From an optimization exercise on the open Yosys and OpenROAD flow, aimed at small area; shortcuts taken in it are not production practice.
Function was checked by simulation only, so behaviour that the tests miss may differ from the original.

==> flow/design.v (excerpt) <==
module cfar_detector #(
    parameter DATA_WIDTH = 16,
    parameter GUARD_CELLS = 4,
    parameter REFERENCE_CELLS = 16
)(
    input wire clk,
    input wire rst_n,
    input wire enable,
    input wire [DATA_WIDTH-1:0] data_in,
    input wire data_valid,
    input wire [15:0] threshold_scale,
    output reg [15:0] detected_range,
    output reg [15:0] detected_velocity,
    output reg target_detected
);
wire acc = enable & data_valid;
reg [15:0] dly [1:41];           
reg [20:0] rsum;                 
reg [15:0] cnt;                  
reg        warm;                 
reg        p1, p2;               
integer i;
always @(posedge clk) begin
    if (acc) begin
        dly[1] <= data_in;
        for (i = 2; i <= 41; i = i + 1)
            dly[i] <= dly[i-1];
    end
end
wire [5:0] c6 = cnt[5:0];
wire v16 = warm | (c6 >= 6'd16);
wire v21 = warm | (c6 >= 6'd21);
wire v25 = warm | (c6 >= 6'd25);
wire v41 = warm | (c6 >= 6'd41);
wire [15:0] t16 = dly[16] & {16{v16}};
wire [15:0] t25 = dly[25] & {16{v25}};
wire [15:0] t41 = dly[41] & {16{v41}};
wire [20:0] rsum_next = rsum + data_in - t16 + t25 - t41;
wire [15:0] mean = rsum[20:5];
wire [16:0] tlow = mean * threshold_scale;
reg hi;
always @(*) begin
    hi = 1'b0;
    for (i = 1; i < 16; i = i + 1)
        hi = hi | (threshold_scale[i] & (|(mean >> (16 - i))));
end
wire [15:0] cut = dly[21];
wire det_next = v21 & ~hi & ~tlow[16] & (cut > tlow[15:0]);
always @(posedge clk or negedge rst_n) begin
    if (!rst_n) begin
        rsum <= 0;
        cnt <= 0;
        warm <= 0;
        p1 <= 0;
        p2 <= 0;
        target_detected <= 0;
        detected_range <= 0;
        detected_velocity <= 0;
    end else if (acc) begin
        rsum <= rsum_next;
        cnt <= cnt + 1'b1;
        if (&c6)
            warm <= 1'b1;
        p1 <= det_next;
        p2 <= p1;
        target_detected <= p2;
        if (p2) begin
            detected_range <= {6'd0, cnt[9:0]};
            detected_velocity <= {10'd0, cnt[15:10]};
  ...
Size: ~1700 cells after synthesis, ~710 flip-flops, roughly 69 I/O pins.
Settings: LEC_CHECK=0, CAP_MARGIN=20, CORE_MARGIN=2, CORE_UTILIZATION=40, CTS_BUF_LIST=sky130_fd_sc_hd__clkbuf_4, SLEW_MARGIN=20; clock period 10.0 ns.
run.sh (not shown) runs the stock make flow with config.mk's settings and CLKGATE_MAP_FILE= SYNTH_SCRIPT=/design/flow/synth_recipe.tcl, a recipe that flattens the netlist after the stock synthesis.
Edit:
Settings changed: CTS_BUF_LIST sky130_fd_sc_hd__clkbuf_4 to not set.
Result: Area after synthesis is unchanged; worst setup slack gets worse by 0.36 ns; flip-flop and latch count is unchanged; core utilization goes up by 0.39 points.
Edit:
==> flow/flow/run.sh (new file) <==
#!/bin/bash
# Standard ORFS layout with two changes: input/output port buffers use the
# smallest buffer cell, and clock tree synthesis uses small clock buffers
# without dummy loads.
set -euo pipefail
export BUFFER_PORTS_ARGS="-buffer_cell sky130_fd_sc_hd__buf_1"
export CTS_ARGS="-sink_clustering_enable -repair_clock_nets -dont_use_dummy_load -buf_list sky130_fd_sc_hd__clkbuf_4 ${CTS_EXTRA:-}"
bash standard.sh finish > standard_make.log 2>&1
==> flow/standard.sh (new file) <==
#!/bin/bash
# synth_recipe.tcl (not shown) runs the flow's synth.tcl, then flattens the netlist and writes it again
# the make line also repeats each setting of config.mk as NAME=value (left out here)
make -C /OpenROAD-flow-scripts/flow DESIGN_CONFIG=/design/flow/config.mk WORK_HOME=/design/flow/orfs CLKGATE_MAP_FILE= SYNTH_SCRIPT=/design/flow/synth_recipe.tcl "${@:-finish}"
Settings changed: CORE_UTILIZATION 40 to 60.
removed: flow/run.sh
After rerunning: Hold slack is worse by 0.052 ns. Cell area falls by a few percent. Critical path depth does not change. Wire length falls by a few percent. Register-to-register slack is better by 0.14 ns. Worst setup slack is better by 0.73 ns. Maximum frequency rises by roughly a tenth. Via count rises slightly. Count of clock-buffer cells in the layout rises by 90.
Edit:
==> flow/flow/run.sh (replaced) <==
#!/bin/bash
# Standard ORFS layout with two changes: input/output port buffers use the
# smallest buffer cell, and clock tree synthesis uses small clock buffers
# without dummy loads.
set -euo pipefail
export BUFFER_PORTS_ARGS="-buffer_cell sky130_fd_sc_hd__buf_1"
export CTS_ARGS="-sink_clustering_enable -repair_clock_nets -dont_use_dummy_load -buf_list sky130_fd_sc_hd__clkbuf_8 -sink_clustering_size 20 -sink_clustering_max_diameter 80"
bash standard.sh finish > standard_make.log 2>&1
The new run finished with timing, DRC and antenna clean; worst hold slack hardly moves; sequential cell count does not change; via count goes down by 5.4%; synthesized area does not change; count of clock-buffer cells in the layout goes down by 130; register-to-register slack is worse by 0.12 ns; setup slack is worse by 0.31 ns.

========
cfar_detector, a different RTL version from the one above (not shown whole).
Size in the first run: ~69 I/O pins.
export LEC_CHECK = 0
export CAP_MARGIN = 20
export CORE_MARGIN = 2
export CORE_UTILIZATION = 70
export SLEW_MARGIN = 20
create_clock -name core_clock -period 10.0 [get_ports {clk}]
standard.sh (not shown) runs the stock make flow with config.mk's settings and CLKGATE_MAP_FILE= SYNTH_SCRIPT=/design/flow/synth_recipe.tcl, a recipe that flattens the netlist after the stock synthesis.
==> flow/flow/run.sh <==
#!/bin/bash
# Standard ORFS layout with these changes:
#  - after the standard synthesis, flow/fapol.py chooses the polarity of each full
#    adder (a full adder is self-dual) and of simple gates so that fewer inverters
#    are needed; registers and ports are left as the synthesis made them;
#  - input/output port buffers use the smallest buffer cell;
#  - one tie cell drives all constant-0 outputs;
#  - clock tree synthesis uses clkbuf_8 without dummy loads.
set -euo pipefail
export SKIP_REPAIR_TIE_FANOUT=1
export BUFFER_PORTS_ARGS="-buffer_cell sky130_fd_sc_hd__buf_1"
export CTS_ARGS="-sink_clustering_enable -repair_clock_nets -dont_use_dummy_load -buf_list sky130_fd_sc_hd__clkbuf_8 -sink_clustering_size 18 -sink_clustering_max_diameter 60"
R=orfs/results/${FLOW_PLATFORM}/cfar_detector/base
LIB=${FLOW_HOME}/platforms/${FLOW_PLATFORM}/lib/sky130_fd_sc_hd__tt_025C_1v80.lib
bash standard.sh synth > synth_make.log 2>&1
cp $R/1_2_yosys.v $R/1_2_yosys_standard.v
python3 flow/fapol.py $R/1_2_yosys_standard.v $R/1_2_yosys.v $LIB > fapol.log 2>&1
rm -f $R/1_synth.odb $R/1_synth.sdc
bash standard.sh finish > standard_make.log 2>&1
Other scripts of this flow, unchanged in this note and not shown: flow/flow/fapol.py
The baseline passed the timing, DRC and antenna checks.
Next try:
- CORE_UTILIZATION: 70 -> 60
Result: The new run finished clean; clock-buffer cell count goes up by 2; setup slack gets better by 0.089 ns; non-clock buffer count goes up by 5; cell area goes up slightly; area after synthesis is unchanged; worst hold slack gets worse by 0.0048 ns; sequential share of layout area goes down by 0.36 points.
Next try:
--- a/flow/flow/run.sh
+++ b/flow/flow/run.sh
@@ -5,8 +5,6 @@
 #    are needed; registers and ports are left as the synthesis made them;
 #  - input/output port buffers use the smallest buffer cell;
-#  - one tie cell drives all constant-0 outputs;
 #  - clock tree synthesis uses clkbuf_8 without dummy loads.
 set -euo pipefail
-export SKIP_REPAIR_TIE_FANOUT=1
 export BUFFER_PORTS_ARGS="-buffer_cell sky130_fd_sc_hd__buf_1"
 export CTS_ARGS="-sink_clustering_enable -repair_clock_nets -dont_use_dummy_load -buf_list sky130_fd_sc_hd__clkbuf_8 -sink_clustering_size 18 -sink_clustering_max_diameter 60"
- CORE_UTILIZATION: 60 -> 70
Result: The new run completed with no timing, DRC or antenna violations; final area goes down by 0.50%; global-route usage climbs by 2.8 points; area after synthesis does not change; routed wire length falls by 0.97%; non-clock buffer count went down by 7; setup slack is worse by 0.057 ns; die area shrinks by 14%; clock-buffer cell count is lower by 3; fmax came out lower by 0.63%.
Next try:
- CORE_UTILIZATION: 70 -> 60
Result:
- final area came out higher by 0.66%
- count of clock-buffer cells in the layout went up by 2
- via count rose by 0.92%

==> separate check: timing with driven ports <==
In the flow no input, the clock included, has a driving cell. The finished layouts below were timed again as built, in two steps.
Step 1, drivers: a clkbuf_16 drives clk and a buf_2 each remaining input, both assumed.
Step 2 adds t to the input delays and takes it off the output delays; t is the mean of the earliest and latest rising clock arrival at the registers after step 1. Input paths then give back, and output paths get back, about the clock's delay inside the block.
a / b / c = ideal / step 1 / step 2; a / b = the first two.
| run | shift t [ns] | setup slack, ns | worst register clock-pin slew, ns | worst slew at a driven data input, ns |
|---|---|---|---|---|
| the first run of note 1 | 0.994 | 2.090 / 2.113 / 1.119 | 0.07 / 0.07 | 0.06 |
| the second run of note 1 | 0.663 | 1.731 / 1.756 / 1.093 | 0.07 / 0.07 | 0.05 |
| the third run of note 1 | 0.953 | 2.462 / 2.494 / 1.541 | 0.07 / 0.07 | 0.05 |
| the fourth run of note 1 | 0.655 | 2.151 / 2.182 / 1.527 | 0.12 / 0.12 | 0.05 |
| the first run of note 2 | 0.663 | 0.857 / 0.885 / 0.222 | 0.11 / 0.11 | 0.04 |
| the second run of note 2 | 0.658 | 0.946 / 0.972 / 0.314 | 0.11 / 0.11 | 0.06 |
| the third run of note 2 | 0.652 | 0.889 / 0.916 / 0.264 | 0.11 / 0.11 | 0.05 |
| the fourth run of note 2 | 0.695 | 1.002 / 1.033 / 0.338 | 0.11 / 0.11 | 0.05 |
After both steps every run listed still meets setup and hold. For the first run of note 1, which loses most, drivers alone change the setup slack by +0.023 ns; drivers and shift together by -0.971 ns.
